Source: an optimization exercise on an open RTL-to-GDS flow (aim: small area). Production flows keep margins and buffers that such runs may drop. Only simulation tests tie the RTL to the original design; equivalence was not proved. Power is estimated from default activity; no workload was simulated.

==> flow/constraint.sdc <==
create_clock -name core_clock -period 12.0 [get_ports {clk}]
set_input_delay 2.4000 -clock core_clock [delete_from_list [all_inputs] [get_ports {clk}]]
set_output_delay 2.4000 -clock core_clock [all_outputs]
set_load 0.01 [all_outputs]
==> flow/config.mk <==
export PLATFORM = sky130hd
export DESIGN_NAME = game_core
export DESIGN_NICKNAME = game_core
export VERILOG_FILES = /design/flow/design.v
export SDC_FILE = /design/flow/constraint.sdc
export NUM_CORES = 4
export LEC_CHECK = 0
export CAP_MARGIN = 20
export CORE_MARGIN = 2
export CORE_UTILIZATION = 40
export CTS_BUF_LIST = sky130_fd_sc_hd__clkbuf_2 sky130_fd_sc_hd__clkbuf_4
export SLEW_MARGIN = 20
==> flow/design.v <==
module mbullet #(parameter int DIR = 0)    
(
    input  logic       clk, rst, hard, fe,
    input  logic [9:0] px20, py20,         
    input  logic [9:0] cx, cy,             
    input  logic [9:0] cx40, cy40,         
    input  logic       cxok, cyok,         
    output logic [9:0] bx, by,
    output logic       hit
);
    function automatic logic ge10(input logic [9:0] a, input logic [9:0] b);
        logic g;
        g = 1'b1;
        for (int i = 0; i < 10; i++)
            g = (a[i] & ~b[i]) | (a[i] & g) | (~b[i] & g);
        ge10 = g;
    endfunction
    function automatic logic [9:0] add10(input logic [9:0] a, input logic [9:0] b);
        logic c;
        c = 1'b0;
        for (int i = 0; i < 10; i++) begin
            add10[i] = a[i] ^ b[i] ^ c;
            c = (a[i] & b[i]) | (a[i] & c) | (b[i] & c);
        end
    endfunction
    logic st, mv;                          
    logic [9:0] xin, yin;
    logic miss, inbox;
    wire m = fe & mv;
    always_comb begin
        xin = bx;
        yin = by;
        case (DIR)
            0: xin = add10(bx, {{8{m}}, 2'b00});
            1: xin = add10(bx, {7'd0, m, 2'b00});
            2: yin = add10(by, {{8{m}}, 2'b00});
            default: yin = add10(by, {7'd0, m, 2'b00});
        endcase
    end
    assign miss  = ge10(10'd40, yin) || (ge10(yin, 10'd434) && ge10(10'd1018, yin)) ||
                   ge10(10'd40, xin) || (ge10(xin, 10'd594) && ge10(10'd1018, xin));
    assign inbox = ge10(xin, cx) && ge10(cx40, xin) && cxok &&
                   ge10(yin, cy) && ge10(cy40, yin) && cyok;
    assign hit   = !st && !miss && inbox;
    always_ff @(posedge clk) begin
        if (hard) begin
            bx <= 10'd340;
            by <= 10'd260;
            mv <= 1'b0;
        end else if (rst || (fe && st) || (!st && (miss || inbox))) begin
            bx <= px20;
            by <= py20;
            mv <= 1'b0;
        end else begin
            bx <= xin;
            by <= yin;
            mv <= mv | fe;
        end
        if (rst)
            st <= 1'b1;
        else if (st)
            st <= 1'b0;
        else
            st <= miss || inbox;
    end
endmodule
module game_core(
    input  logic        clk,
    input  logic        reset,           
    input  logic        frame_clk,       
    input  logic [15:0] keycode,
    input  logic [9:0]  DrawX, DrawY,    
    output logic [2:0]  Health,
    output logic        active_key,
    output logic        dungeon_frame1, dungeon_frame2, dungeon_frame3,
    output logic        initial_frame, final_frame, game_over,
    output logic [9:0]  Monster_X, Monster_Y, Monster_X_2, Monster_Y_2,
    output logic [9:0]  monster_bullet_X_L, monster_bullet_Y_L,
                        monster_bullet_X_R, monster_bullet_Y_R,
                        monster_bullet_X_U, monster_bullet_Y_U,
                        monster_bullet_X_D, monster_bullet_Y_D,
    output logic [9:0]  bullet_X, bullet_Y,
    output logic [9:0]  char_frame_X, char_frame_Y,
    output logic        character_frame,
    output logic        is_character, is_monster1, is_monster2, is_monster3,
    output logic        is_bullet, is_bullet_l, is_bullet_r, is_bullet_u, is_bullet_d,
    output logic        is_heart, is_key,
    output logic [18:0] char_ra, background_ra, monster1_ra, monster2_ra, monster3_ra,
    output logic [18:0] bullet_ra, bullet_l_ra, bullet_r_ra, bullet_u_ra, bullet_d_ra,
    output logic [18:0] heart_ra, key_ra
);
    function automatic logic [10:0] sub10(input logic [9:0] a, input logic [9:0] b);
        logic c;
        c = 1'b1;
        for (int i = 0; i < 10; i++) begin
            sub10[i] = a[i] ^ ~b[i] ^ c;
            c = (a[i] & ~b[i]) | (a[i] & c) | (~b[i] & c);
        end
        sub10[10] = ~c;
    endfunction
    function automatic logic ge10(input logic [9:0] a, input logic [9:0] b);
        logic g;
        g = 1'b1;
        for (int i = 0; i < 10; i++)
            g = (a[i] & ~b[i]) | (a[i] & g) | (~b[i] & g);
        ge10 = g;
    endfunction
    function automatic logic ge8(input logic [7:0] a, input logic [7:0] b);
        logic g;
        g = 1'b1;
        for (int i = 0; i < 8; i++)
            g = (a[i] & ~b[i]) | (a[i] & g) | (~b[i] & g);
        ge8 = g;
    endfunction
    function automatic logic [9:0] add10(input logic [9:0] a, input logic [9:0] b);
        logic c;
        c = 1'b0;
        for (int i = 0; i < 10; i++) begin
            add10[i] = a[i] ^ b[i] ^ c;
            c = (a[i] & b[i]) | (a[i] & c) | (b[i] & c);
        end
    endfunction
    function automatic logic [15:0] add16(input logic [15:0] a, input logic [15:0] b,
                                          input logic cin);
        logic c;
        c = cin;
        for (int i = 0; i < 16; i++) begin
            add16[i] = a[i] ^ b[i] ^ c;
            c = (a[i] & b[i]) | (a[i] & c) | (b[i] & c);
        end
    endfunction
    function automatic logic [11:0] mul42(input logic [5:0] y, input logic [5:0] x);
        logic [15:0] y5, s;
        y5 = add16({8'd0, y, 2'b00}, {10'd0, y}, 1'b0);                    
        s  = add16({5'd0, y, 5'd0}, {10'd0, x}, 1'b0);                     
        s  = add16(s, {y5[14:0], 1'b0}, 1'b0);                             
        mul42 = s[11:0];
    endfunction
    logic fdly, fe;
    always_ff @(posedge clk) begin
        fdly <= frame_clk;
        fe   <= frame_clk & ~fdly;
    end
    localparam logic [2:0] S_START = 3'd0, S_L1 = 3'd1, S_W1 = 3'd2, S_W2 = 3'd3,
                           S_L2 = 3'd4, S_L3 = 3'd5, S_END = 3'd6, S_GO = 3'd7;
    logic [2:0] st, st_n;
    logic F1, F2, F3, Fkey, N2, N3, akey;
    logic F1_n, F2_n, F3_n, Fkey_n, N2_n, N3_n, akey_n;
    logic soft_reset;
    logic [2:0] health;
    logic [9:0] cx, cy;                   
    logic eng_finish, eng_hit;
    logic [1:0] last;                     
    wire inL1 = st == S_L1;
    wire inL2 = st == S_L2;
    wire inL3 = st == S_L3;
    wire act  = (inL1 & ~F1) | (inL2 & ~F2) | (inL3 & ~F3);
    wire [1:0] lvl = inL1 ? 2'd1 : inL2 ? 2'd2 : 2'd3;
    wire fin  = eng_finish & (act | (last == lvl));
    wire die  = health == 3'd0;
    wire k28 = keycode == 16'h0028;
    wire k29 = keycode == 16'h0029;
    wire k44 = keycode == 16'd44;
    wire cx_300_330 = ge10(cx, 10'd300) && ge10(10'd330, cx);
    wire cy_210_230 = ge10(cy, 10'd210) && ge10(10'd230, cy);
    always_comb begin
        st_n = st;
        F1_n = F1; F2_n = F2; F3_n = F3;
        Fkey_n = Fkey; N2_n = N2; N3_n = N3; akey_n = akey;
        soft_reset = 1'b0;
        case (st)
            S_START:
                if (k28) begin
                    st_n = S_L1;
                    soft_reset = 1'b1;
                    Fkey_n = 1'b0;
                    akey_n = 1'b0;
                end
            S_L1:
                if (fin)
                    F1_n = 1'b1;
                else if ((F1 && ge10(cx, 10'd540) && ge10(cy, 10'd220) && ge10(10'd260, cy)) || k44) begin
                    N2_n = 1'b1;
                    st_n = S_W1;
                end else if (F1 && cx_300_330 && ge10(10'd60, cy)) begin
                    N3_n = 1'b1;
                    st_n = S_W1;
                end else if (die)
                    st_n = S_GO;
            S_W1: begin
                st_n = S_W2;
                soft_reset = 1'b1;
            end
            S_W2: begin
                soft_reset = 1'b1;
                if (N2) begin
                    st_n = S_L2;
                    N2_n = 1'b0;
                end else if (N3) begin
                    st_n = S_L3;
                    N3_n = 1'b0;
                end else
                    st_n = S_L1;
            end
            S_L2:
                if (fin && !F2) begin
                    akey_n = 1'b1;
                    F2_n = 1'b1;
                end else if (akey && cx_300_330 && cy_210_230) begin
                    akey_n = 1'b0;
                    Fkey_n = 1'b1;
                end else if (F2 && Fkey && cy_210_230 && ge10(10'd60, cx))
                    st_n = S_W1;
                else if (die)
                    st_n = S_GO;
            S_L3:
                if (fin)
                    F3_n = 1'b1;
                else if (F3 && cx_300_330 && ge10(cy, 10'd380))
                    st_n = S_W1;
                else if (die)
                    st_n = S_GO;
                else if (F3 && Fkey && cx_300_330 && cy_210_230)
                    st_n = S_END;
            default: begin        
                soft_reset = 1'b1;
                if (k29) begin
                    F1_n = 1'b0; F2_n = 1'b0; F3_n = 1'b0;
                    st_n = S_START;
                end
            end
        endcase
    end
    always_ff @(posedge clk) begin
        if (reset) begin
            st <= S_START;
            F1 <= 1'b0; F2 <= 1'b0; F3 <= 1'b0;
            Fkey <= 1'b0; N2 <= 1'b0; N3 <= 1'b0; akey <= 1'b0;
        end else begin
            st <= st_n;
            F1 <= F1_n; F2 <= F2_n; F3 <= F3_n;
            Fkey <= Fkey_n; N2 <= N2_n; N3 <= N3_n; akey <= akey_n;
        end
    end
    always_ff @(posedge clk) begin
        if (reset)
            health <= 3'b111;
        else if (act) begin
            if (eng_hit)
                health <= health - 3'd1;
        end else if (!(inL1 | inL2 | inL3 | st == S_W1 | st == S_W2))
            health <= 3'b111;
    end
    always_ff @(posedge clk)
        if (act)
            last <= lvl;
    logic nact;
    logic [1:0] nlvl;
    always_comb begin
        nact = 1'b0;
        nlvl = 2'd1;
        if (st == S_START)
            nact = k28 & ~F1;
        else if (st == S_W2) begin
            if (N2) begin
                nlvl = 2'd2;
                nact = ~F2;
            end else if (N3) begin
                nlvl = 2'd3;
                nact = ~F3;
            end else
                nact = ~F1;
        end
    end
    wire hard = nact & ~reset & (last != nlvl);
    wire erst = ~act;
    assign Health = health;
    assign active_key = akey;
    assign dungeon_frame1 = inL1;
    assign dungeon_frame2 = inL2;
    assign dungeon_frame3 = inL3;
    assign initial_frame = st == S_START;
    assign final_frame = st == S_END;
    assign game_over = st == S_GO;
    logic [1:0] cxm, cym;      
    logic [1:0] cxm_n, cym_n;
    logic cpic, cpic_n;
    wire [7:0] klo = keycode[7:0];
    wire [7:0] khi = keycode[15:8];
    wire cy_top = ge10(10'd40, cy);
    wire cy_bot = ge10(cy, 10'd389) && ge10(10'd973, cy);
    wire cx_rgt = ge10(cx, 10'd557) && ge10(10'd981, cx);
    wire cx_lft = ge10(10'd40, cx);
    wire xmv = fe & cxm[1];
    wire ymv = fe & cym[1];
    wire [9:0] cx_in = add10(cx, {{8{xmv & cxm[0]}}, xmv, 1'b0});
    wire [9:0] cy_in = add10(cy, {{8{ymv & cym[0]}}, ymv, 1'b0});
    always_comb begin
        cxm_n = (keycode == 16'd0) ? 2'b00 : cxm;
        cym_n = (keycode == 16'd0) ? 2'b00 : cym;
        cpic_n = cpic;
        if (fe) begin
            case (keycode)
                16'h001a: begin cym_n = 2'b11; cxm_n = 2'b00; end
                16'h0004: begin cxm_n = 2'b11; cym_n = 2'b00; cpic_n = 1'b1; end
                16'h0016: begin cym_n = 2'b10; cxm_n = 2'b00; end
                16'h0007: begin cxm_n = 2'b10; cym_n = 2'b00; cpic_n = 1'b0; end
                16'h1a04, 16'h041a: begin cxm_n = 2'b11; cym_n = 2'b11; cpic_n = 1'b1; end
                16'h1a07, 16'h071a: begin cxm_n = 2'b10; cym_n = 2'b11; cpic_n = 1'b0; end
                16'h0416, 16'h1604: begin cxm_n = 2'b11; cym_n = 2'b10; cpic_n = 1'b1; end
                16'h1607, 16'h0716: begin cxm_n = 2'b10; cym_n = 2'b10; cpic_n = 1'b0; end
                default: ;
            endcase
            if (cy_bot && (klo == 8'h16 || khi == 8'h16))
                cym_n = 2'b00;
            else if (cy_top && (klo == 8'h1a || khi == 8'h1a))
                cym_n = 2'b00;
            if (cx_rgt && klo == 8'h07) begin
                cxm_n = 2'b00;
                if (cy_top || cy_bot)
                    cym_n = 2'b00;
            end else if (cx_lft && klo == 8'h04) begin
                cxm_n = 2'b00;
                if (cy_top || cy_bot)
                    cym_n = 2'b00;
            end
        end
    end
    always_ff @(posedge clk) begin
        if (reset || soft_reset) begin
            cx <= 10'd50;
            cy <= 10'd50;
            cxm <= 2'b00;
            cym <= 2'b00;
            cpic <= 1'b0;
        end else begin
            cx <= cx_in;
            cy <= cy_in;
            cxm <= cxm_n;
            cym <= cym_n;
            cpic <= cpic_n;
        end
    end
    assign char_frame_X = cx;
    assign char_frame_Y = cy;
    assign character_frame = cpic;
    logic [1:0] h1;
    logic [9:0] p1x, p1y;
    logic [7:0] c1;
    logic [1:0] d1;            
    logic [1:0] m1;            
    logic [1:0] m1_n;
    logic pb_hit1, pb_hit2;    
    wire [9:0] q1x = hard ? 10'd320 : p1x;
    wire [9:0] q1y = hard ? 10'd240 : p1y;
    always_comb begin
        m1_n = ge8(c1, 8'd120) ? 2'd0 : m1;
        if (fe) begin
            if (d1 == 2'b00)
                m1_n = ge10(10'd40, p1y) ? 2'd0 : 2'd3;
            else if (d1 == 2'b01)
                m1_n = 2'd1;
            else
                m1_n = (ge10(p1x, 10'd579) && ge10(10'd1003, p1x)) ? 2'd0 : 2'd2;
        end
    end
    wire m1l = fe & (m1 == 2'd1);
    wire m1r = fe & (m1 == 2'd2);
    wire m1u = fe & (m1 == 2'd3);
    wire [9:0] p1x_mv = add10(p1x, {{9{m1l}}, m1l | m1r});
    wire [9:0] p1y_mv = add10(p1y, {10{m1u}});
    wire [7:0] c1_inc = 8'(add10({2'b0, c1}, {9'd0, fe}));
    always_ff @(posedge clk) begin
        if (hard) begin
            h1 <= 2'd3;
            p1x <= 10'd320;
            p1y <= 10'd240;
            m1 <= 2'd0;
            c1 <= 8'd0;
        end else begin
            if (pb_hit1)
                h1 <= h1 - 2'd1;
            else if (erst)
                h1 <= 2'd3;
            if (h1 == 2'd0) begin
                p1x <= 10'd0;
                p1y <= 10'd0;
            end else if (erst) begin
                p1x <= 10'd320;
                p1y <= 10'd240;
            end else begin
                p1x <= p1x_mv;
                p1y <= p1y_mv;
            end
            m1 <= erst ? 2'd0 : m1_n;
            if (!ge8(8'd240, c1) || erst)
                c1 <= 8'd0;
            else
                c1 <= c1_inc;
        end
        if (!ge10(cx, q1x))
            d1 <= 2'b01;
        else if (!ge10(cy, q1y))
            d1 <= 2'b00;
        else
            d1 <= 2'b11;
    end
    logic [1:0] h2;
    logic [9:0] p2x, p2y;
    logic [7:0] c2;
    logic [1:0] d2;            
    logic [2:0] m2;            
    logic [2:0] m2_n;
    wire [9:0] q2x = hard ? 10'd200 : p2x;
    wire [9:0] q2y = hard ? 10'd300 : p2y;
    wire [10:0] ex = sub10(q2x, cx);
    wire [10:0] ey = sub10(q2y, cy);
    wire sx = ex[10];
    wire sy = ey[10];
    wire [15:0] es = add16({{5{sx}}, ex}, {{5{sy}}, ey} ^ {16{sx ~^ sy}}, sx ~^ sy);
    wire ahor = sx ? (es[15] | (es == 16'd0)) : !es[15];
    wire [1:0] d2_n = ahor ? (sx ? 2'b11 : 2'b01) : (sy ? 2'b10 : 2'b00);
    always_comb begin
        m2_n = ge8(8'd80, c2) ? 3'd0 : m2;
        if (fe) begin
            case (d2)
                2'b00: m2_n = ge10(10'd40, p2y) ? 3'd0 : 3'b100;
                2'b01: m2_n = 3'b101;
                2'b10: m2_n = (ge10(p2y, 10'd419) && ge10(10'd1003, p2y)) ? 3'd0 : 3'b110;
                default: m2_n = (ge10(p2x, 10'd579) && ge10(10'd1003, p2x)) ? 3'd0 : 3'b111;
            endcase
        end
    end
    wire m2u = fe & (m2 == 3'b100);
    wire m2l = fe & (m2 == 3'b101);
    wire m2d = fe & (m2 == 3'b110);
    wire m2r = fe & (m2 == 3'b111);
    wire [9:0] p2x_mv = add10(p2x, {{8{m2l}}, m2r, m2l | m2r});
    wire [9:0] p2y_mv = add10(p2y, {{8{m2u}}, m2d, m2u | m2d});
    wire [7:0] c2_inc = 8'(add10({2'b0, c2}, {9'd0, fe}));
    always_ff @(posedge clk) begin
        if (hard) begin
            h2 <= 2'd3;
            p2x <= 10'd200;
            p2y <= 10'd300;
            m2 <= 3'd0;
            c2 <= 8'd0;
        end else begin
            if (pb_hit2)
                h2 <= h2 - 2'd1;
            else if (erst)
                h2 <= 2'd3;
            if (h2 == 2'd0) begin
                p2x <= 10'd0;
                p2y <= 10'd0;
            end else if (erst) begin
                p2x <= 10'd200;
                p2y <= 10'd300;
            end else begin
                p2x <= p2x_mv;
                p2y <= p2y_mv;
            end
            m2 <= erst ? 3'd0 : m2_n;
            if (!ge8(8'd160, c2) || erst)
                c2 <= 8'd0;
            else
                c2 <= c2_inc;
        end
        d2 <= d2_n;
    end
    wire [10:0] tx = sub10(cx, p2x);
    wire [10:0] ty = sub10(cy, p2y);
    wire m2_touch = !tx[10] && ge10(10'd20, tx[9:0]) && ge10(10'd1003, p2x) &&
                    !ty[10] && ge10(10'd20, ty[9:0]) && ge10(10'd1003, p2y);
    wire [9:0] p1x20 = add10(p1x, 10'd20);
    wire [9:0] p1y20 = add10(p1y, 10'd20);
    wire [9:0] cx40 = add10(cx, 10'd40);
    wire [9:0] cy40 = add10(cy, 10'd40);
    wire cxok = ge10(10'd983, cx);
    wire cyok = ge10(10'd983, cy);
    logic [9:0] blx, bly, brx, bry, bux, buy, bdx, bdy;
    logic bl_hit, br_hit, bu_hit, bd_hit;
    mbullet #(.DIR(0)) mb_l(.clk(clk), .rst(erst), .hard(hard), .fe(fe), .px20(p1x20), .py20(p1y20),
                            .cx(cx), .cy(cy), .cx40(cx40), .cy40(cy40), .cxok(cxok), .cyok(cyok),
                            .bx(blx), .by(bly), .hit(bl_hit));
    mbullet #(.DIR(1)) mb_r(.clk(clk), .rst(erst), .hard(hard), .fe(fe), .px20(p1x20), .py20(p1y20),
                            .cx(cx), .cy(cy), .cx40(cx40), .cy40(cy40), .cxok(cxok), .cyok(cyok),
                            .bx(brx), .by(bry), .hit(br_hit));
    mbullet #(.DIR(2)) mb_u(.clk(clk), .rst(erst), .hard(hard), .fe(fe), .px20(p1x20), .py20(p1y20),
                            .cx(cx), .cy(cy), .cx40(cx40), .cy40(cy40), .cxok(cxok), .cyok(cyok),
                            .bx(bux), .by(buy), .hit(bu_hit));
    mbullet #(.DIR(3)) mb_d(.clk(clk), .rst(erst), .hard(hard), .fe(fe), .px20(p1x20), .py20(p1y20),
                            .cx(cx), .cy(cy), .cx40(cx40), .cy40(cy40), .cxok(cxok), .cyok(cyok),
                            .bx(bdx), .by(bdy), .hit(bd_hit));
    logic pst;                 
    logic [1:0] pdir;          
    logic pmv;
    logic [9:0] pbx, pby;
    wire pm = fe & pmv & ~pst;
    wire pmu = pm & (pdir == 2'd0);
    wire pmr = pm & (pdir == 2'd1);
    wire pmd = pm & (pdir == 2'd2);
    wire pml = pm & (pdir == 2'd3);
    wire [9:0] pxin = add10(pbx, {{7{pml}}, pml | pmr, 2'b00});
    wire [9:0] pyin = add10(pby, {{7{pmu}}, pmu | pmd, 2'b00});
    wire pmiss = ge10(10'd40, pyin) || (ge10(pyin, 10'd434) && ge10(10'd1018, pyin)) ||
                 ge10(10'd40, pxin) || (ge10(pxin, 10'd594) && ge10(10'd1018, pxin));
    wire [10:0] g1x = sub10(pxin, p1x);
    wire [10:0] g1y = sub10(pyin, p1y);
    wire [10:0] g2x = sub10(pxin, p2x);
    wire [10:0] g2y = sub10(pyin, p2y);
    wire pbox1 = !g1x[10] && ge10(10'd40, g1x[9:0]) && ge10(10'd983, p1x) &&
                 !g1y[10] && ge10(10'd40, g1y[9:0]) && ge10(10'd983, p1y);
    wire pbox2 = !g2x[10] && ge10(10'd40, g2x[9:0]) && ge10(10'd983, p2x) &&
                 !g2y[10] && ge10(10'd40, g2y[9:0]) && ge10(10'd983, p2y);
    assign pb_hit1 = !pst && !pmiss && pbox1;
    assign pb_hit2 = !pst && !pmiss && !pbox1 && pbox2;
    wire pend = !pst && (pmiss || pbox1 || pbox2);
    always_ff @(posedge clk) begin
        if (erst || (fe && pst) || pend) begin
            pbx <= add10(cx, 10'd20);
            pby <= add10(cy, 10'd20);
            pmv <= 1'b0;
        end else begin
            pbx <= pxin;
            pby <= pyin;
            pmv <= pmv | fe;
        end
        if (erst)
            pst <= 1'b1;
        else if (pst) begin
            if (klo == 8'h52) begin
                pst <= 1'b0; pdir <= 2'd0;
            end else if (klo == 8'h51) begin
                pst <= 1'b0; pdir <= 2'd2;
            end else if (klo == 8'h50) begin
                pst <= 1'b0; pdir <= 2'd3;
            end else if (klo == 8'h4f) begin
                pst <= 1'b0; pdir <= 2'd1;
            end
        end else if (pend)
            pst <= 1'b1;
    end
    assign eng_finish = p1x == 10'd0 && p1y == 10'd0 && p2x == 10'd0 && p2y == 10'd0;
    assign eng_hit = bl_hit | br_hit | bu_hit | bd_hit | m2_touch;
    assign Monster_X = act ? p1x : 10'd0;
    assign Monster_Y = act ? p1y : 10'd0;
    assign Monster_X_2 = act ? p2x : 10'd0;
    assign Monster_Y_2 = act ? p2y : 10'd0;
    assign monster_bullet_X_L = act ? blx : 10'd0;
    assign monster_bullet_Y_L = act ? bly : 10'd0;
    assign monster_bullet_X_R = act ? brx : 10'd0;
    assign monster_bullet_Y_R = act ? bry : 10'd0;
    assign monster_bullet_X_U = act ? bux : 10'd0;
    assign monster_bullet_Y_U = act ? buy : 10'd0;
    assign monster_bullet_X_D = act ? bdx : 10'd0;
    assign monster_bullet_Y_D = act ? bdy : 10'd0;
    assign bullet_X = act ? pbx : 10'd0;
    assign bullet_Y = act ? pby : 10'd0;
    wire anydf = inL1 | inL2 | inL3;
    wire [10:0] chx = sub10(DrawX, cx);
    wire [10:0] chy = sub10(DrawY, cy);
    wire cbox = !chx[10] && !ge10(chx[9:0], 10'd42) && !chy[10] && !ge10(chy[9:0], 10'd50);
    assign is_character = cbox && !(initial_frame || final_frame || game_over);
    wire xpos = xmv & ~cxm[0];
    wire ypos = ymv & ~cym[0];
    wire [5:0] lx = 6'(add10({4'd0, chx[5:0]}, {4'd0, {4{xpos}}, xmv, 1'b0}));
    wire [5:0] ly = 6'(add10({4'd0, chy[5:0]}, {4'd0, {4{ypos}}, ymv, 1'b0}));
    wire wx = xpos & (chx[5:1] == 5'd0);
    wire wy = ypos & (chy[5:1] == 5'd0);
    wire [11:0] cra = mul42(ly, lx);
    wire [9:0] kcr = wy ? (wx ? 10'd645 : 10'd630) : (wx ? 10'd15 : 10'd0);
    wire [9:0] cra_hi = add10({4'd0, cra[11:6]}, kcr);
    assign char_ra = is_character ? {3'd0, cra_hi, cra[5:0]} : 19'd0;
    wire [10:0] s1x = sub10(DrawX, Monster_X);
    wire [10:0] s1y = sub10(DrawY, Monster_Y);
    wire mbox1 = Monster_X != 10'd0 && !s1x[10] && !ge10(s1x[9:0], 10'd42) && ge10(10'd981, Monster_X) &&
                 !s1y[10] && !ge10(s1y[9:0], 10'd50) && ge10(10'd973, Monster_Y);
    assign is_monster1 = mbox1 && dungeon_frame1;
    assign is_monster2 = mbox1 && !dungeon_frame1 && (dungeon_frame2 || dungeon_frame3);
    wire [11:0] m1ra = mul42(s1y[5:0], s1x[5:0]);
    assign monster1_ra = is_monster1 ? {7'd0, m1ra} : 19'd0;
    assign monster2_ra = is_monster2 ? {7'd0, m1ra} : 19'd0;
    wire [10:0] s2x = sub10(DrawX, Monster_X_2);
    wire [10:0] s2y = sub10(DrawY, Monster_Y_2);
    wire mbox2 = Monster_X_2 != 10'd0 && !s2x[10] && !ge10(s2x[9:0], 10'd42) && ge10(10'd981, Monster_X_2) &&
                 !s2y[10] && !ge10(s2y[9:0], 10'd50) && ge10(10'd973, Monster_Y_2);
    assign is_monster3 = mbox2 && anydf;
    wire [11:0] m3ra = mul42(s2y[5:0], s2x[5:0]);
    assign monster3_ra = is_monster3 ? {7'd0, m3ra} : 19'd0;
    function automatic logic [5:0] bbox(input logic [9:0] dx, input logic [9:0] dy,
                                        input logic [9:0] bx, input logic [9:0] by);
        logic [10:0] sx, sy;
        logic [15:0] t;
        sx = sub10(dx, bx);
        sy = sub10(dy, by);
        bbox[0] = !sx[10] && sx[9:3] == 7'd0 && !ge10({7'd0, sx[2:0]}, 10'd5) && ge10(10'd1018, bx) &&
                  !sy[10] && sy[9:3] == 7'd0 && !ge10({7'd0, sy[2:0]}, 10'd5) && ge10(10'd1018, by);
        t = add16({11'd0, sy[2:0], 2'b00}, {13'd0, sy[2:0]}, 1'b0);
        t = add16(t, {13'd0, sx[2:0]}, 1'b0);
        bbox[5:1] = t[4:0];
    endfunction
    wire [5:0] bl = bbox(DrawX, DrawY, monster_bullet_X_L, monster_bullet_Y_L);
    wire [5:0] br = bbox(DrawX, DrawY, monster_bullet_X_R, monster_bullet_Y_R);
    wire [5:0] bu = bbox(DrawX, DrawY, monster_bullet_X_U, monster_bullet_Y_U);
    wire [5:0] bd = bbox(DrawX, DrawY, monster_bullet_X_D, monster_bullet_Y_D);
    wire [5:0] bp = bbox(DrawX, DrawY, bullet_X, bullet_Y);
    assign is_bullet_l = bl[0] && !ge10(10'd20, monster_bullet_X_L) && !ge10(10'd20, monster_bullet_Y_L);
    assign is_bullet_r = br[0] && !ge10(10'd20, monster_bullet_X_R) && !ge10(10'd20, monster_bullet_Y_R);
    assign is_bullet_u = bu[0] && !ge10(10'd20, monster_bullet_X_U) && !ge10(10'd20, monster_bullet_Y_U);
    assign is_bullet_d = bd[0] && !ge10(10'd20, monster_bullet_X_D) && !ge10(10'd20, monster_bullet_Y_D);
    assign is_bullet   = bp[0] && bullet_X != 10'd0 && bullet_Y != 10'd0;
    assign bullet_l_ra = is_bullet_l ? 19'(bl[5:1]) : 19'd0;
    assign bullet_r_ra = is_bullet_r ? 19'(br[5:1]) : 19'd0;
    assign bullet_u_ra = is_bullet_u ? 19'(bu[5:1]) : 19'd0;
    assign bullet_d_ra = is_bullet_d ? 19'(bd[5:1]) : 19'd0;
    assign bullet_ra   = is_bullet   ? 19'(bp[5:1]) : 19'd0;
    wire [15:0] hmax = add16({9'd0, health, 4'b0}, {11'd0, health, 2'b0}, 1'b0);
    assign is_heart = !ge10(DrawX, hmax[9:0]) && !ge10(DrawY, 10'd20) && anydf;
    wire [15:0] h3 = add16({10'd0, DrawY[4:0], 1'b0}, {11'd0, DrawY[4:0]}, 1'b0);
    wire [15:0] hx4 = add16({h3[13:0], 2'b00}, {8'd0, DrawX[7:0]}, 1'b0);
    wire [15:0] hra = add16(hx4, {4'd0, DrawY[4:0], 7'd0}, 1'b0);
    assign heart_ra = is_heart ? {7'd0, hra[11:0]} : 19'd0;
    assign is_key = akey && ge10(DrawX, 10'd300) && !ge10(DrawX, 10'd360) &&
                    ge10(DrawY, 10'd210) && !ge10(DrawY, 10'd245);
    wire [5:0] kx = 6'(add10({4'd0, DrawX[5:0]}, 10'd20));    
    wire [5:0] ky = 6'(add10({4'd0, DrawY[5:0]}, 10'd46));    
    wire [15:0] kra = add16({4'd0, ky, kx}, ~{8'd0, ky, 2'b00}, 1'b1);
    assign key_ra = is_key ? {7'd0, kra[11:0]} : 19'd0;
    wire [15:0] bg5 = add16({5'd0, DrawY[9:1], 2'b00}, {7'd0, DrawY[9:1]}, 1'b0);
    wire [15:0] bgh = add16(bg5, {13'd0, DrawX[9:7]}, 1'b0);
    assign background_ra = {bgh[12:0], DrawX[6:1]};
endmodule
==> flow/run.sh <==
#!/bin/bash
# synth_recipe.tcl (not shown) runs the flow's synth.tcl, then flattens the netlist and writes it again
# the make line also repeats each setting of config.mk as NAME=value (left out here)
make -C /OpenROAD-flow-scripts/flow DESIGN_CONFIG=/design/flow/config.mk WORK_HOME=/design/flow/orfs CLKGATE_MAP_FILE= SYNTH_SCRIPT=/design/flow/synth_recipe.tcl finish
==> out/metrics.cfg, run 1 <==
[run_status]
status = no timing/DRC/antenna violations

[placement]
dp_hpwl_microns = 86700
place_inst = 4311
portBuffers = 336
routabilityCongestion = 0.971

[power]
p_per_area_nw_per_um2 = 56.0
power_frac_comb = 0.192
p_leak_nw = 14.6
peakVddDrop_v = 0.0000695
clkPwrFrac = 0.404
sw_frac_of_total = 0.317
p_switching_uw = 572
p_int_mw = 1.23
seqPwrFrac = 0.404

[clock_network]
insertion_delay_ns = 0.90
cts_tree = built
cts_inserted_buffers = 60
path_clk_slew_ns = 0.06
cts_max_path_buffers = 3
h-tree-depth = 2
cts-root-buf = clkbuf_4
ctsHoldBuffers = 0
cts.sinks = 219

[cells_and_area]
area_growth_pct = 18.5
nets = 4109
post_layout_nonfiller_instances = 4423
drive_above_1_share = 0.0640

[timing]
max_freq_mhz = 84.9
fin_crit_ns = 11.77
fin_setup_tns_ns = 0
fin_crit_sh = 0.981
hold_viol_final = 0
hold_ws_ns = 0.382
slew_headroom = 0.288
finalSetupViolations = 0
rsz0062_at_grt = no
worstMarginPinSlew_ns = 1.07
drv_slew = 0
skew_ns = 0.0985

[synth]
yosysTopAreaCellShare = 0.266
ys_async_sr_fraction = 0
synth_cells = 3144
ys_ff_latch = 219
synth_edf_count = 6
synth_commonest_cells = inv_1, fa_1, nor2_1
synthesis.area_sq_um = 27200
synth_largest_area_cell = fa_1
syn_area_per_cell_sq_um = 8.66
synth_most_common_cell = inv_1
yosysWarnings = 5
synth-seq-area-share = 0.163
ys_top_cells_by_area = fa_1, dfxtp_1, ha_1
synthDistinctLibCells = 85
ys.flop_type = dfxtp_1

[floorplan]
fp.coreArea_sq_um = 67300
die_area_sq_um = 70100
io_pins = 449
start_util = 0.405
die_w_microns = 265
dieHeight_microns = 265
core.rowCount = 95

[setup_path]
worstPathArrival_ns = 9.37
worst-r2r-cell-count = 34
start_kind = input port
cp_max_fo = 2
required_ns = 9.60
end_kind = output port
critical_path_class = input port to output port

[hold_path]
min_path_type = register to register
whs_path_depth = 1

[route]
wl_per_cell_microns = 24.1
drc = 0
drt_iter0_drc = 2629
viasPerCell = 5.56
vias = 24610
drtPass1Iterations = 6
ant_nets = 0
drt_wl_total_microns = 106000

[grt]
grt_pass1_vias = 23576
gr-total-overflow = 0
antenna_found_initial = 2
grt_util_met3 = 0.0774
grt_usage = 0.301
use_met1 = 0.402
met2_usage = 0.461
grt_pass1_wl_microns = 157000
grt_max_degree = 61
gr-max-usage-layer = met2

[flow_run]
cap_violations = 0

==> cells in the final DEF (no fill, tap or decap), drive strengths merged, types with 24 or more instances in the layout <==
cell / n
inv: 450
fa: 362
clkdlybuf4s50: 331
nor2: 296
dfxtp: 213
ha: 206
nand2: 200
and2: 142
o21ai: 142
conb: 112
a21oi: 98
buf: 84
clkbuf: 83
nand4: 52
nor3: 52
mux2i: 51
nor2b: 50
nand3: 49
nor4: 44
xnor2: 41
nand2b: 39
maj3: 33
xor2: 30
and3: 24
clkinv: 24
==> registers in the layout, summed over array words and instances, names as in the netlist, 10 cells and up <==
| signal | cells |
|---|---|
| mb_u.by | 10 |
| p1y | 10 |
| mb_r.by | 10 |
| mb_d.by | 10 |
| p2x | 10 |
| mb_l.bx | 10 |
| mb_u.bx | 10 |
| p2y | 10 |
| mb_l.by | 10 |
| mb_r.bx | 10 |
| mb_d.bx | 10 |
| p1x | 10 |
==> cell families (layout without fill, tap and decap cells) <==
| logic type | after synthesis | count (layout) | share of synthesized area |
|---|---|---|---|
| compound gates | 486 | 486 | 0.118 |
| xor+xnor | 71 | 71 | 0.0229 |
| fa+ha+maj | 601 | 601 | 0.373 |
| buf+inv | 688 | 980 | 0.113 |
| flops | 219 | 219 | 0.163 |
| mux | 57 | 57 | 0.0212 |
| other cells | 1 | 115 | 0.000138 |
| simple gates | 1021 | 1021 | 0.189 |
==> power by group through the flow <==
stage          Clock, mW  Sequential [mW]  Combinational, mW
2_1_floorplan          0            0.747              0.234
3_3_place_gp           0            0.747              0.338
3_5_place_dp           0            0.747              0.340
4_1_cts            0.742            0.730              0.343
5_1_grt            0.775            0.730              0.397
6_report           0.729            0.730              0.347
==> worst max-delay path, stage by stage <==
cell           delay, ns
dlygate4sd2_1       0.27
inv_4               0.12
ha_1                0.15
inv_1               0.05
fa_1                0.43
fa_2                0.36
fa_1                0.53
fa_1                0.58
inv_1               0.06
fa_1                0.43
fa_1                0.52
fa_1                0.18
inv_1               0.05
fa_1                0.39
fa_2                0.36
fa_1                0.48
fa_2                0.41
fa_2                0.34
fa_1                0.38
ha_1                0.19
ha_1                0.26
and2_1              0.13
dlygate4sd2_1       0.27
==> metal layers <==
metal  wire length (microns)  vias to the layer above
met5                       0                        -
met4                    4900                        0
met3                   11000                      228
met2                   47100                     1335
met1                   43400                    12066
li1                        -                    10981
==> cell type report <==
| type | count | area, sq um |
|---|---|---|
| clock inverter | 24 | 153 |
| sequential | 219 | 4440 |
| antenna | 3 | 7.51 |
| tap | 873 | 1090 |
| inverter | 453 | 1700 |
| fill | 6582 | 35000 |
| multi-input combinational | 2348 | 20200 |
| clock buffer | 83 | 623 |
| timing repair buffer | 420 | 4010 |
==> worst paths after layout <==
path / endpoint / slack [ns] / from
setup reg to reg: d2[0] / 2.25 / st[1]
setup / recovery: char_ra[13] / 0.23 / DrawY[1]
hold / removal: fe / 0.38 / fdly
hold reg to reg: fe / 0.38 / fdly
==> through the flow <==
step                total power, mW  worst slack, ns  instance area (sq um)  utilization
floorplan                     0.981          0.00190                  27700            -
global placement               1.08           -0.423                  31400        0.467
detailed placement             1.09           -0.420                  31400        0.467
CTS                            1.81         -0.00120                  32200        0.478
global route                   1.90          0.00875                  32300        0.479
finish                         1.81            0.225                  32300        0.479
==> timing repair <==
item,in CTS,in global routing
pin swaps,0,6
endpoints found under the setup margin,4,4
gates resized for setup,7,11
buffers inserted,0,1
==> run 2, diff against run 1 <==
--- a/flow/config.mk
+++ b/flow/config.mk
@@ -10,3 +10,2 @@
 export CORE_UTILIZATION = 40
-export CTS_BUF_LIST = sky130_fd_sc_hd__clkbuf_2 sky130_fd_sc_hd__clkbuf_4
 export SLEW_MARGIN = 20
==> run 2 against run 1 <==
Against the previous run: core utilization increased by 0.18 points; sequential power about the same; clock power increased by 17%; via count decreased by 0.98%; cell count decreased by 1.4%; fmax about the same; sequential share of layout area decreased by 0.053 points; worst setup slack got worse by 0.0044 ns; die area unchanged; non-clock buffer count unchanged; clock skew decreased by 0.071 ns; hold slack got worse by 0.0012 ns; critical path type unchanged; critical endpoint unchanged; highest routed layer unchanged.
==> out/metrics.cfg, run 2 <==
[route]
wl_per_cell_microns = 24.3  ; was 24.1 microns
drt_wl_total_microns = 106000  ; about the same
vias = 24368  ; was 24610
ant_nets = 0  ; unchanged
drc = 0  ; unchanged
viasPerCell = 5.59  ; was 5.56
drtPass1Iterations = 6  ; unchanged
drt_iter0_drc = 2480  ; was 2629

[hold_path]
whs_path_depth = 1  ; unchanged
min_path_type = register to register  ; unchanged
min_to = fe  ; unchanged
min_from = fdly  ; unchanged

[cells_and_area]
nets = 4076  ; was 4109
fillers = 6539  ; was 6582
antenna_cells = 0  ; was 3
layout_commonest_cell = inv_1  ; unchanged
multiInputGateArea_sq_um = 20200  ; unchanged
final_cell_mix = inv_1, fa_1, clkdlybuf4s50_1  ; unchanged
ff_latch_area_sq_um = 4440  ; unchanged
area_growth_pct = 19.0  ; was 18.5%
post_layout_nonfiller_instances = 4362  ; was 4423
drive_above_1_share = 0.0519  ; was 0.0640

[synth]
ys_async_sr_fraction = 0  ; unchanged
synth_edf_count = 6  ; unchanged
synthDistinctLibCells = 85  ; unchanged
synth_most_common_cell = inv_1  ; unchanged
ys.flop_type = dfxtp_1  ; unchanged
ys_top_cells_by_area = fa_1, dfxtp_1, ha_1  ; unchanged
synth_commonest_cells = inv_1, fa_1, nor2_1  ; unchanged
synth_cells = 3144  ; unchanged
synth-seq-area-share = 0.163  ; unchanged
yosysTopAreaCellShare = 0.266  ; unchanged
synth_largest_area_cell = fa_1  ; unchanged
syn_area_per_cell_sq_um = 8.66  ; unchanged
yosysWarnings = 5  ; unchanged
synthesis.area_sq_um = 27200  ; unchanged
ys_ff_latch = 219  ; unchanged

[grt]
gr-total-overflow = 0  ; unchanged
antenna_found_initial = 0  ; was 2
grt_pass1_wl_microns = 156000  ; was 157000 microns
grt_pass1_vias = 23366  ; was 23576
grt_usage = 0.298  ; was 0.301
grt_max_degree = 61  ; unchanged

[timing]
drv_slew = 0  ; unchanged
worstMarginPinSlew_ns = 1.14  ; was 1.07 ns
hold_ws_ns = 0.381  ; was 0.382 ns
setup_slack_ns = 0.221  ; was 0.225 ns
hold_viol_final = 0  ; unchanged
fin_crit_ns = 11.78  ; was 11.77 ns
finalSetupViolations = 0  ; unchanged
rsz0062_at_grt = no  ; unchanged
max_freq_mhz = 84.9  ; about the same
skew_ns = 0.0279  ; was 0.0985 ns
slew_headroom = 0.237  ; was 0.288
fin_crit_sh = 0.982  ; was 0.981

[clock_network]
cts_max_path_buffers = 3  ; unchanged
h-tree-depth = 1  ; was 2
cts_inserted_buffers = 27  ; was 60
path_clk_slew_ns = 0.06  ; about the same
cts-root-buf = clkbuf_16  ; was clkbuf_4
cts.sinks = 219  ; unchanged
cts_tree = built  ; unchanged
ctsHoldBuffers = 0  ; unchanged
insertion_delay_ns = 0.58  ; was 0.90 ns

[floorplan]
core.rowCount = 95  ; unchanged
die_w_microns = 265  ; unchanged
dieHeight_microns = 265  ; unchanged
io_pins = 449  ; unchanged
fp.coreArea_sq_um = 67300  ; unchanged
die_area_sq_um = 70100  ; unchanged
start_util = 0.405  ; unchanged

[placement]
dpl_worst_slack_ns = -0.420  ; unchanged
dp_hpwl_microns = 86700  ; unchanged
routabilityCongestion = 0.971  ; unchanged
portBuffers = 336  ; unchanged
place_inst = 4311  ; unchanged

[setup_path]
start_kind = input port  ; unchanged
cp_max_fo = 2  ; unchanged
critical_path_class = input port to output port  ; unchanged
reg2reg_slack_ns = 2.32  ; was 2.25 ns
end_kind = output port  ; unchanged
required_ns = 9.60  ; about the same
worstPathArrival_ns = 9.38  ; was 9.37 ns
r2r_start = st[1]  ; unchanged
worst-r2r-cell-count = 34  ; unchanged
r2r_end = d2[0]  ; unchanged

[run_status]
status = no timing/DRC/antenna violations  ; unchanged

[power]
p_leak_nw = 14.6  ; about the same
p_per_area_nw_per_um2 = 59.6  ; was 56.0 nW/um^2
total_power_mw = 1.93  ; was 1.81 mW
peakVddDrop_v = 0.0000868  ; was 0.0000695 V

[flow_run]
cap_violations = 0  ; unchanged

run 2: changes by cell type in the layout (fill, tap and decap cells not counted), sizes merged:
cell / previous run / this run
clkbuf: 83 / 37
clkinv: 24 / 10
bufinv: 2 / 1
clkinvlp: 1 / 0
diode: 3 / 0
inv: 450 / 454
run 2: worst max path at each step:
stage / to / slack (ns) / cells past startpoint / start
floorplan: d2[0] / 0.002 / 38 / keycode[9]
global route: char_ra[13] / 0.008 / 27 / DrawY[1]
CTS: char_ra[13] / -0.001 / 27 / DrawX[1]
detailed placement: char_ra[13] / -0.42 / 27 / DrawY[1]
finish: char_ra[13] / 0.22 / 23 / DrawY[1]
global placement: char_ra[13] / -0.42 / 27 / DrawY[1]
run 2: kinds of logic after synthesis:
family	share of synthesized area
other cells	0.000138
mux	0.0212
xor+xnor	0.0229
buf+inv	0.113
fa+ha+maj	0.373
flops	0.163
simple gates	0.189
compound gates	0.118
run 2: final cells by class:
cell class / instances / area share
clock buffers: 37 / 0.0249
clock inverters: 12 / 0.00313
inverters: 453 / 0.0526
multi-input cells: 2348 / 0.625
flip-flops and latches: 219 / 0.137
well taps: 873 / 0.0337
repair buffers: 420 / 0.124
run 2: repair_timing:
| item | CTS | global route |
|---|---|---|
| pin swaps | 0 | 6 |
| endpoints found under the setup margin | 4 | 4 |
| resized for setup | 7 | 11 |
| setup buffers | 0 | 1 |
| endpoints found under the hold margin | 0 | 0 |
run 2: report_power, final:
group          internal [mW]  switching (mW)  total (mW)
Combinational          0.142           0.205       0.347
Sequential             0.730        0.000345       0.730
Clock                  0.492           0.359       0.852
Total                   1.36           0.565        1.93
run 2: per-stage QoR:
step	util	TNS (ns)	cell area, sq um
finish	0.481	0	32400
global route	0.481	0	32400
CTS	0.480	-0.00120	32300
detailed placement	0.467	-1.11	31400
global placement	0.467	-1.14	31400
floorplan	-	0	27700
run 2: worst max-delay path, stage by stage:
cell and delay [ns]:
dlygate4sd2_1 0.27, inv_4 0.13, ha_1 0.16, inv_1 0.05
fa_1 0.43, fa_2 0.36, fa_1 0.53, fa_1 0.58
inv_1 0.06, fa_1 0.44, fa_1 0.52, fa_1 0.18
inv_1 0.05, fa_1 0.39, fa_2 0.36, fa_1 0.39
fa_1 0.47, fa_2 0.37, fa_1 0.38, ha_1 0.19
ha_1 0.26, and2_1 0.13, dlygate4sd2_1 0.27
run 2: metal layers:
metal | global-route usage | wire length (microns)
met5 | 0 | 0
met4 | 0.118 | 4830
met3 | 0.0841 | 11200
met2 | 0.458 | 46800
met1 | 0.397 | 43200
==> run 3, diff against run 2 <==
--- a/flow/design.v
+++ b/flow/design.v
@@ -2,6 +2,6 @@
 (
-    input  logic       clk, rst, hard, fe,
+    input  logic       clk, rst, fe,
+    input  logic       keep,               
     input  logic [9:0] px20, py20,         
     input  logic [9:0] cx, cy,             
-    input  logic [9:0] cx40, cy40,         
     input  logic       cxok, cyok,         
@@ -41,11 +41,18 @@
                    ge10(10'd40, xin) || (ge10(xin, 10'd594) && ge10(10'd1018, xin));
-    assign inbox = ge10(xin, cx) && ge10(cx40, xin) && cxok &&
-                   ge10(yin, cy) && ge10(cy40, yin) && cyok;
+    function automatic logic [10:0] sub10(input logic [9:0] a, input logic [9:0] b);
+        logic c;
+        c = 1'b1;
+        for (int i = 0; i < 10; i++) begin
+            sub10[i] = a[i] ^ ~b[i] ^ c;
+            c = (a[i] & ~b[i]) | (a[i] & c) | (~b[i] & c);
+        end
+        sub10[10] = ~c;
+    endfunction
+    wire [10:0] hx = sub10(xin, cx);
+    wire [10:0] hy = sub10(yin, cy);
+    assign inbox = !hx[10] && ge10(10'd40, hx[9:0]) && cxok &&
+                   !hy[10] && ge10(10'd40, hy[9:0]) && cyok;
     assign hit   = !st && !miss && inbox;
     always_ff @(posedge clk) begin
-        if (hard) begin
-            bx <= 10'd340;
-            by <= 10'd260;
-            mv <= 1'b0;
-        end else if (rst || (fe && st) || (!st && (miss || inbox))) begin
+        if (rst || !keep || (fe && st) || (!st && (miss || inbox))) begin
             bx <= px20;
@@ -276,2 +283,3 @@
     wire erst = ~act;
+    wire keep = ~reset & ((st_n == S_L1 & ~F1_n) | (st_n == S_L2 & ~F2_n) | (st_n == S_L3 & ~F3_n));
     assign Health = health;
@@ -373,10 +381,4 @@
     always_ff @(posedge clk) begin
-        if (hard) begin
-            h1 <= 2'd3;
-            p1x <= 10'd320;
-            p1y <= 10'd240;
-            m1 <= 2'd0;
-            c1 <= 8'd0;
-        end else begin
-            if (pb_hit1)
+        begin
+            if (pb_hit1 && !hard)
                 h1 <= h1 - 2'd1;
@@ -384,3 +386,3 @@
                 h1 <= 2'd3;
-            if (h1 == 2'd0) begin
+            if (h1 == 2'd0 && !hard) begin
                 p1x <= 10'd0;
@@ -441,10 +443,4 @@
     always_ff @(posedge clk) begin
-        if (hard) begin
-            h2 <= 2'd3;
-            p2x <= 10'd200;
-            p2y <= 10'd300;
-            m2 <= 3'd0;
-            c2 <= 8'd0;
-        end else begin
-            if (pb_hit2)
+        begin
+            if (pb_hit2 && !hard)
                 h2 <= h2 - 2'd1;
@@ -452,3 +448,3 @@
                 h2 <= 2'd3;
-            if (h2 == 2'd0) begin
+            if (h2 == 2'd0 && !hard) begin
                 p2x <= 10'd0;
@@ -474,6 +470,4 @@
                     !ty[10] && ge10(10'd20, ty[9:0]) && ge10(10'd1003, p2y);
-    wire [9:0] p1x20 = add10(p1x, 10'd20);
-    wire [9:0] p1y20 = add10(p1y, 10'd20);
-    wire [9:0] cx40 = add10(cx, 10'd40);
-    wire [9:0] cy40 = add10(cy, 10'd40);
+    wire [9:0] p1x20 = keep ? (hard ? 10'd340 : add10(p1x, 10'd20)) : 10'd0;
+    wire [9:0] p1y20 = keep ? (hard ? 10'd260 : add10(p1y, 10'd20)) : 10'd0;
     wire cxok = ge10(10'd983, cx);
@@ -482,13 +476,13 @@
     logic bl_hit, br_hit, bu_hit, bd_hit;
-    mbullet #(.DIR(0)) mb_l(.clk(clk), .rst(erst), .hard(hard), .fe(fe), .px20(p1x20), .py20(p1y20),
-                            .cx(cx), .cy(cy), .cx40(cx40), .cy40(cy40), .cxok(cxok), .cyok(cyok),
+    mbullet #(.DIR(0)) mb_l(.clk(clk), .rst(erst), .fe(fe), .keep(keep), .px20(p1x20), .py20(p1y20),
+                            .cx(cx), .cy(cy), .cxok(cxok), .cyok(cyok),
                             .bx(blx), .by(bly), .hit(bl_hit));
-    mbullet #(.DIR(1)) mb_r(.clk(clk), .rst(erst), .hard(hard), .fe(fe), .px20(p1x20), .py20(p1y20),
-                            .cx(cx), .cy(cy), .cx40(cx40), .cy40(cy40), .cxok(cxok), .cyok(cyok),
+    mbullet #(.DIR(1)) mb_r(.clk(clk), .rst(erst), .fe(fe), .keep(keep), .px20(p1x20), .py20(p1y20),
+                            .cx(cx), .cy(cy), .cxok(cxok), .cyok(cyok),
                             .bx(brx), .by(bry), .hit(br_hit));
-    mbullet #(.DIR(2)) mb_u(.clk(clk), .rst(erst), .hard(hard), .fe(fe), .px20(p1x20), .py20(p1y20),
-                            .cx(cx), .cy(cy), .cx40(cx40), .cy40(cy40), .cxok(cxok), .cyok(cyok),
+    mbullet #(.DIR(2)) mb_u(.clk(clk), .rst(erst), .fe(fe), .keep(keep), .px20(p1x20), .py20(p1y20),
+                            .cx(cx), .cy(cy), .cxok(cxok), .cyok(cyok),
                             .bx(bux), .by(buy), .hit(bu_hit));
-    mbullet #(.DIR(3)) mb_d(.clk(clk), .rst(erst), .hard(hard), .fe(fe), .px20(p1x20), .py20(p1y20),
-                            .cx(cx), .cy(cy), .cx40(cx40), .cy40(cy40), .cxok(cxok), .cyok(cyok),
+    mbullet #(.DIR(3)) mb_d(.clk(clk), .rst(erst), .fe(fe), .keep(keep), .px20(p1x20), .py20(p1y20),
+                            .cx(cx), .cy(cy), .cxok(cxok), .cyok(cyok),
                             .bx(bdx), .by(bdy), .hit(bd_hit));
@@ -549,10 +543,10 @@
     assign Monster_Y_2 = act ? p2y : 10'd0;
-    assign monster_bullet_X_L = act ? blx : 10'd0;
-    assign monster_bullet_Y_L = act ? bly : 10'd0;
-    assign monster_bullet_X_R = act ? brx : 10'd0;
-    assign monster_bullet_Y_R = act ? bry : 10'd0;
-    assign monster_bullet_X_U = act ? bux : 10'd0;
-    assign monster_bullet_Y_U = act ? buy : 10'd0;
-    assign monster_bullet_X_D = act ? bdx : 10'd0;
-    assign monster_bullet_Y_D = act ? bdy : 10'd0;
+    assign monster_bullet_X_L = blx;
+    assign monster_bullet_Y_L = bly;
+    assign monster_bullet_X_R = brx;
+    assign monster_bullet_Y_R = bry;
+    assign monster_bullet_X_U = bux;
+    assign monster_bullet_Y_U = buy;
+    assign monster_bullet_X_D = bdx;
+    assign monster_bullet_Y_D = bdy;
     assign bullet_X = act ? pbx : 10'd0;
==> flow/flow/run.sh (new file) <==
#!/bin/bash
# Standard layout, except that the port buffers are the platform's smallest
# buffer (buf_1) instead of the default pick. Every tool's output is kept in
# a log file in the work folder.
set -euo pipefail
bash standard.sh BUFFER_PORTS_ARGS="-buffer_cell sky130_fd_sc_hd__buf_1" finish > standard_flow.log 2>&1
==> flow/standard.sh (new file) <==
#!/bin/bash
# synth_recipe.tcl (not shown) runs the flow's synth.tcl, then flattens the netlist and writes it again
# the make line also repeats each setting of config.mk as NAME=value (left out here)
make -C /OpenROAD-flow-scripts/flow DESIGN_CONFIG=/design/flow/config.mk WORK_HOME=/design/flow/orfs CLKGATE_MAP_FILE= SYNTH_SCRIPT=/design/flow/synth_recipe.tcl "${@:-finish}"
removed: flow/run.sh
==> run 3 against run 2 <==
Against the previous run: non-clock buffer count is 5 lower; clock skew decreased by 0.011 ns; total power increased by 16%; routed wire length decreased by 2.9%; synthesized area down 1.6%; sequential share of layout area grew 2.9 points; critical path depth up 4; hold slack better by 0.0054 ns; critical path type unchanged; highest routed layer is now met5.
==> out/metrics.cfg, run 3 <==
[clock_network]
post_cts.repair.setup_buffers = 0  ; unchanged
path_clk_slew_ns = 0.06  ; about the same
insertion_delay_ns = 0.57  ; was 0.58 ns
cts_resized = 0  ; was 7
h-tree-depth = 1  ; unchanged
cts_inserted_buffers = 27  ; unchanged
cts-root-buf = clkbuf_16  ; unchanged
cts_max_path_buffers = 3  ; unchanged
ctsHoldBuffers = 0  ; unchanged
cts.sinks = 219  ; unchanged
cts_tree = built  ; unchanged

[timing]
skew_ns = 0.0172  ; was 0.0279 ns
fin_crit_ns = 11.67  ; was 11.78 ns
max_freq_mhz = 85.7  ; was 84.9 MHz
slew_headroom = 0.233  ; was 0.237
finalSetupViolations = 0  ; unchanged
worstMarginPinSlew_ns = 1.15  ; was 1.14 ns
hold_ws_ns = 0.386  ; was 0.381 ns
rsz0062_at_grt = no  ; unchanged
fin_setup_tns_ns = 0  ; unchanged
hold_viol_final = 0  ; unchanged
fin_crit_sh = 0.972  ; was 0.982
drv_slew = 0  ; unchanged
setup_slack_ns = 0.330  ; was 0.221 ns

[setup_path]
required_ns = 9.60  ; about the same
start_kind = input port  ; unchanged
r2r_start = st[2]  ; was st[1]
reg2reg_slack_ns = 2.16  ; was 2.32 ns
cp_max_fo = 3  ; was 2
crit_end = char_ra[13]  ; unchanged
r2r_end = d2[0]  ; unchanged
worst-r2r-cell-count = 36  ; was 34
end_kind = output port  ; unchanged
startpoint = DrawY[1]  ; unchanged
critical_path_class = input port to output port  ; unchanged
worstPathArrival_ns = 9.27  ; was 9.38 ns

[cells_and_area]
final_util = 0.453  ; was 0.481
ff_latch_area_sq_um = 4960  ; was 4440 sq um
post_layout_nonfiller_instances = 4044  ; was 4362
fillers = 6595  ; was 6539
nets = 3827  ; was 4076
antenna_cells = 0  ; unchanged
final_area_sq_um = 29900  ; was 32400 sq um
final_cell_mix = inv_1, fa_1, buf_1  ; was inv_1, fa_1, clkdlybuf4s50_1
area_growth_pct = 11.5  ; was 19.0%
drive_above_1_share = 0.0525  ; was 0.0519
multiInputGateArea_sq_um = 19300  ; was 20200 sq um
layout_commonest_cell = inv_1  ; unchanged

[floorplan]
die_w_microns = 263  ; was 265 microns
die_area_sq_um = 69100  ; was 70100 sq um
start_util = 0.406  ; was 0.405
io_pins = 449  ; unchanged
fp.coreArea_sq_um = 66000  ; was 67300 sq um
core.rowCount = 94  ; was 95
dieHeight_microns = 263  ; was 265 microns

[power]
total_power_mw = 2.24  ; was 1.93 mW
p_per_area_nw_per_um2 = 74.9  ; was 59.6 nW/um^2
p_leak_nw = 13.5  ; was 14.6 nW
peakVddDrop_v = 0.0000619  ; was 0.0000868 V

[synth]
synth_edf_count = 58  ; was 6
synth_commonest_cells = inv_1, fa_1, ha_1  ; was inv_1, fa_1, nor2_1
synth-seq-area-share = 0.185  ; was 0.163
ys_async_sr_fraction = 0  ; unchanged
yosysWarnings = 5  ; unchanged
yosysTopAreaCellShare = 0.318  ; was 0.266
synth_most_common_cell = inv_1  ; unchanged
ys_ff_latch = 219  ; unchanged
synthesis.area_sq_um = 26800  ; was 27200 sq um
synthDistinctLibCells = 83  ; was 85
synth_largest_area_cell = fa_1  ; unchanged
synth_cells = 2793  ; was 3144
syn_area_per_cell_sq_um = 9.59  ; was 8.66 sq um
ys.flop_type = dfxtp_1  ; unchanged
ys_top_cells_by_area = fa_1, dfxtp_1, ha_1  ; unchanged

[grt]
gr-max-usage-layer = met2  ; unchanged
met2_usage = 0.448  ; was 0.458
antenna_found_initial = 2  ; was 0
use_met1 = 0.375  ; was 0.397
grt_pass1_wl_microns = 148000  ; was 156000 microns
grt_max_degree = 61  ; unchanged
grt_usage = 0.295  ; was 0.298
gr-total-overflow = 0  ; unchanged
grt_pass1_vias = 21720  ; was 23366
grt_util_met3 = 0.115  ; was 0.0841

[route]
drt_wl_total_microns = 103000  ; was 106000 microns
vias = 22271  ; was 24368
ant_nets = 0  ; unchanged
wl_per_cell_microns = 25.5  ; was 24.3 microns
drc = 0  ; unchanged
drt_iter0_drc = 1885  ; was 2480
drtPass1Iterations = 5  ; was 6
viasPerCell = 5.51  ; was 5.59

[run_status]
status = no timing/DRC/antenna violations  ; unchanged

[flow_run]
cap_violations = 0  ; unchanged

[placement]
dpl_worst_slack_ns = -0.0429  ; was -0.420 ns
place_inst = 3996  ; was 4311
portBuffers = 336  ; unchanged
dpl_cell_area_sq_um = 29000  ; was 31400 sq um
dp_hpwl_microns = 82800  ; was 86700 microns
routabilityCongestion = 1.02  ; was 0.971

[hold_path]
min_path_type = register to register  ; unchanged

## run 3: cell types whose count changed after synthesis, moves of 24 or more
cell      previous run  this run
a21oi_1             98       126
and2_1             142       115
clkbuf_1            87        51
dfxtp_1            213       161
edfxtp_1             6        58
fa_1               362       426
inv_1              447       474
nand2_1            200       140
nor2_1             294       178
nor2b_1             50        26
o21ai_0            140        82
## run 3: worst min path at each step
stage          start  endpoint  slack, ns  cells after the start
2_1_floorplan   fdly        fe       0.37                      1
3_3_place_gp    fdly        fe       0.37                      1
5_1_grt         fdly        fe       0.42                      1
4_1_cts         fdly        fe       0.39                      1
3_5_place_dp    fdly        fe       0.38                      1
6_report        fdly        fe       0.39                      1
## run 3: cell type report
class | count | area share
sequential | 219 | 0.166
tap | 864 | 0.0362
clock inverter | 7 | 0.00218
timing repair buffer | 415 | 0.0622
inverter | 475 | 0.0597
clock buffer | 41 | 0.0264
multi-input combinational | 2023 | 0.647
## run 3: cells by family (layout without fill, tap and decap cells)
| logic type | count (synthesis) | count (layout) | share of synthesized area |
|---|---|---|---|
| flops | 219 | 219 | 0.185 |
| fa+ha+maj | 635 | 635 | 0.415 |
| xor+xnor | 61 | 61 | 0.0199 |
| other cells | 1 | 112 | 0.000140 |
| simple gates | 767 | 767 | 0.152 |
| mux | 55 | 55 | 0.0216 |
| compound gates | 393 | 393 | 0.0958 |
| buf+inv | 662 | 938 | 0.110 |
## run 3: routing by layer
| layer | vias up | routed length [microns] |
|---|---|---|
| met5 | - | 12 |
| met1 | 11133 | 40000 |
| met4 | 2 | 4820 |
| li1 | 9749 | - |
| met2 | 1191 | 45200 |
| met3 | 196 | 12900 |
## run 3: power breakdown
group / switching [mW] / total [mW] / internal, mW
Sequential: 0.0251 / 0.794 / 0.769
Clock: 0.343 / 0.815 / 0.472
Combinational: 0.398 / 0.626 / 0.228
## run 3: critical path, cell delays in order
cell	delay, ns
buf_1	0.22
inv_1	0.16
ha_1	0.15
inv_1	0.05
fa_1	0.49
inv_1	0.06
fa_1	0.41
inv_1	0.07
fa_1	0.47
fa_1	0.56
inv_1	0.06
fa_1	0.40
fa_1	0.41
fa_1	0.37
inv_1	0.07
fa_1	0.40
inv_1	0.09
fa_1	0.16
inv_1	0.05
fa_1	0.37
fa_1	0.38
fa_1	0.38
fa_1	0.37
ha_1	0.19
ha_1	0.26
and2_1	0.10
buf_1	0.15
==> run 4, diff against run 3 <==
--- a/flow/config.mk
+++ b/flow/config.mk
@@ -10,2 +10,4 @@
 export CORE_UTILIZATION = 40
+export CTS_BUF_LIST = sky130_fd_sc_hd__clkbuf_2 sky130_fd_sc_hd__clkbuf_4
+export GPL_TIMING_DRIVEN = 0
 export SLEW_MARGIN = 20
==> run 4 against run 3 <==
Against the previous run: still clean on timing, DRC and antenna; routed wire length rose by 2.3%; cell count rose by 4.6%; clock-buffer cell count rose by 48; worst setup slack got worse by 0.069 ns; register-to-register slack got worse by 0.91 ns; clock power fell by 5.2%; critical path type unchanged; critical endpoint is now monster1_ra[2]; largest power group is now registers.
==> out/metrics.cfg, run 4 <==
[run_status]
status = no timing/DRC/antenna violations  ; unchanged

[route]
viasPerCell = 5.45  ; was 5.51
wl_per_cell_microns = 24.9  ; was 25.5 microns
drt_wl_total_microns = 105000  ; was 103000 microns
ant_nets = 0  ; unchanged
drc = 0  ; unchanged
drtPass1Iterations = 7  ; was 5
vias = 23039  ; was 22271
drt_iter0_drc = 2150  ; was 1885

[synth]
ys_async_sr_fraction = 0  ; unchanged
yosysWarnings = 5  ; unchanged
synthDistinctLibCells = 83  ; unchanged
synth_most_common_cell = inv_1  ; unchanged
synth_cells = 2793  ; unchanged
synth_edf_count = 58  ; unchanged
ys_ff_latch = 219  ; unchanged
yosysTopAreaCellShare = 0.318  ; unchanged
synth_commonest_cells = inv_1, fa_1, ha_1  ; unchanged
synthesis.area_sq_um = 26800  ; unchanged
synth_largest_area_cell = fa_1  ; unchanged
ys_top_cells_by_area = fa_1, dfxtp_1, ha_1  ; unchanged
syn_area_per_cell_sq_um = 9.59  ; unchanged
ys.flop_type = dfxtp_1  ; unchanged
synth-seq-area-share = 0.185  ; unchanged

[cells_and_area]
nets = 3982  ; was 3827
area_growth_pct = 14.4  ; was 11.5%
final_cell_mix = inv_1, fa_1, buf_1  ; unchanged
drive_above_1_share = 0.0931  ; was 0.0525
ff_latch_area_sq_um = 4970  ; was 4960 sq um
final_area_sq_um = 30600  ; was 29900 sq um
layout_commonest_cell = inv_1  ; unchanged
multiInputGateArea_sq_um = 19400  ; was 19300 sq um
fillers = 6489  ; was 6595

[timing]
rsz0062_at_grt = yes  ; was no
max_freq_mhz = 85.2  ; was 85.7 MHz
fin_crit_sh = 0.978  ; was 0.972
fin_crit_ns = 11.74  ; was 11.67 ns
slew_headroom = 0.176  ; was 0.233
worstMarginPinSlew_ns = 1.23  ; was 1.15 ns
fin_setup_tns_ns = 0  ; unchanged
drv_slew = 0  ; unchanged
hold_viol_final = 0  ; unchanged
finalSetupViolations = 0  ; unchanged
skew_ns = 0.0766  ; was 0.0172 ns

[floorplan]
core.rowCount = 94  ; unchanged
start_util = 0.406  ; unchanged
io_pins = 449  ; unchanged
die_w_microns = 263  ; unchanged
dieHeight_microns = 263  ; unchanged
die_area_sq_um = 69100  ; unchanged
fp.coreArea_sq_um = 66000  ; unchanged

[clock_network]
cts_max_path_buffers = 3  ; unchanged
cts_tree = built  ; unchanged
cts_inserted_buffers = 66  ; was 27
cts.sinks = 219  ; unchanged
path_clk_slew_ns = 0.05  ; was 0.06 ns
h-tree-depth = 3  ; was 1
cts-root-buf = clkbuf_4  ; was clkbuf_16
insertion_delay_ns = 0.86  ; was 0.57 ns
ctsHoldBuffers = 0  ; unchanged

[grt]
gr-max-usage-layer = met2  ; unchanged
grt_pass1_vias = 22654  ; was 21720
grt_pass1_wl_microns = 152000  ; was 148000 microns
grt_max_degree = 16  ; was 61
antenna_found_initial = 3  ; was 2
grt_util_met3 = 0.101  ; was 0.115
gr-total-overflow = 0  ; unchanged
met2_usage = 0.470  ; was 0.448
grt_usage = 0.303  ; was 0.295
use_met1 = 0.386  ; was 0.375

[hold_path]
min_path_type = register to register  ; unchanged

[setup_path]
worstPathArrival_ns = 9.34  ; was 9.27 ns
critPathBufInv = 6  ; was 10
start_kind = input port  ; unchanged
worstPathCellList = buf_1 -> inv_1 -> ha_1 -> inv_1 -> fa_1 -> fa_1 -> fa_1 -> fa_1 -> fa_1 -> inv_1 -> fa_1 -> fa_1 -> fa_1 -> fa_1 -> nand4_1 -> nor4_2 -> o211ai_1 -> a2111oi_2 -> clkbuf_1 -> and3_1 -> buf_1
end_kind = output port  ; unchanged
slowest_stage = a2111oi_2  ; was fa_1
critical_path_class = input port to output port  ; unchanged
cpPeakStageDelay_ns = 0.73  ; was 0.56 ns
cp_max_fo = 10  ; was 3
required_ns = 9.60  ; about the same
cpMostUsedCell = fa_1  ; unchanged
crit_family = adder cells  ; unchanged

[power]
p_per_area_nw_per_um2 = 72.5  ; was 74.9 nW/um^2
peakVddDrop_v = 0.0000439  ; was 0.0000619 V
p_leak_nw = 14.0  ; was 13.5 nW

[placement]
routabilityCongestion = 1.01  ; was 1.02
dp_hpwl_microns = 83700  ; was 82800 microns
dpl_cell_area_sq_um = 29600  ; was 29000 sq um
portBuffers = 336  ; unchanged

[flow_run]
cap_violations = 0  ; unchanged

==> run 4: kinds of logic after synthesis <==
logic type / after synthesis / synth area share
compound gates: 393 / 0.0958
xor+xnor: 61 / 0.0199
fa+ha+maj: 635 / 0.415
buf+inv: 662 / 0.110
flops: 219 / 0.185
mux: 55 / 0.0216
other cells: 1 / 0.000140
simple gates: 767 / 0.152
==> run 4: path summary, 6_finish.rpt <==
| kind | from | endpoint | slack, ns | cells after the start |
|---|---|---|---|---|
| max | DrawY[0] | monster1_ra[2] | 0.26 | 21 |
| min | fdly | fe | 0.38 | 1 |
| max reg2reg | st[0] | d2[1] | 1.25 | 39 |
| min reg2reg | fdly | fe | 0.38 | 1 |
==> run 4: where the power goes <==
group,switching (mW),internal (mW)
Sequential,0.0247,0.769
Combinational,0.406,0.248
Clock,0.385,0.388
==> run 4: through the flow <==
step | instances | util | hold WS (ns) | total power, mW | worst slack, ns
5_1_grt | 4226 | 0.464 | 0.391 | 2.35 | -0.0414
3_3_place_gp | 4104 | 0.448 | 0.372 | 1.44 | -1.33
4_1_cts | 4219 | 0.462 | 0.386 | 2.22 | 0.0177
6_report | 4229 | 0.464 | 0.384 | 2.22 | 0.261
3_5_place_dp | 4107 | 0.449 | 0.377 | 1.45 | -1.40
2_1_floorplan | 2904 | - | 0.367 | 1.23 | 0.0625
==> run 4: what timing repair did <==
action | 4_1_cts | 5_1_grt
pin swaps | 0 | 1
endpoints found under the setup margin | 29 | 42
gates resized for setup | 12 | 16
setup buffers | 0 | 4
==> run 4: layout make-up <==
class | instances | share of cell area
multi-input cells | 2023 | 0.633
flip-flops and latches | 219 | 0.162
inverters | 475 | 0.0586
repair buffers | 346 | 0.0456
plain buffers | 185 | 0.0384
well taps | 864 | 0.0353
clock buffers | 89 | 0.0218
clock inverters | 24 | 0.00519
diodes | 4 | 0.000327
==> run 4: metal layers <==
layer | share of wire | routed length [microns] | up-vias
li1 | - | - | 10100
met1 | 0.39 | 41200 | 11367
met2 | 0.44 | 46400 | 1299
met3 | 0.12 | 12300 | 271
met4 | 0.051 | 5410 | 2
met5 | 0.00012 | 13 | -

afterwards: timing with drivers on the ports:
No port has a modelled driver above. Below, the same layouts with a new extraction and two added sets of constraints.
Step 1: set_driving_cell puts a clkbuf_16 on clk and a buf_2 on each other input, an assumption about the parent block.
Step 2 adds t to the input delays and takes it off the output delays; t is the mean of the earliest and latest rising clock arrival at the registers after step 1. Input paths then give back, and output paths get back, about the clock's delay inside the block.
Slacks: ideal / step 1 / step 2; pairs: ideal / step 1.
run | t (ns) | setup slack, ns | latest minus earliest clock arrival (ns)
run 1 | 0.904 | 0.225 / 0.194 / 0.026 | 0.098 / 0.098
run 2 | 0.629 | 0.221 / 0.189 / 0.080 | 0.030 / 0.031
run 3 | 0.627 | 0.330 / 0.304 / 0.129 | 0.018 / 0.018
run 4 | 0.877 | 0.261 / 0.214 / -0.402 | 0.076 / 0.077
Met with ideal ports but missed after step 2: setup timing in run 4. For run 4, which loses most, drivers alone change the setup slack by -0.047 ns; drivers and shift together by -0.663 ns.
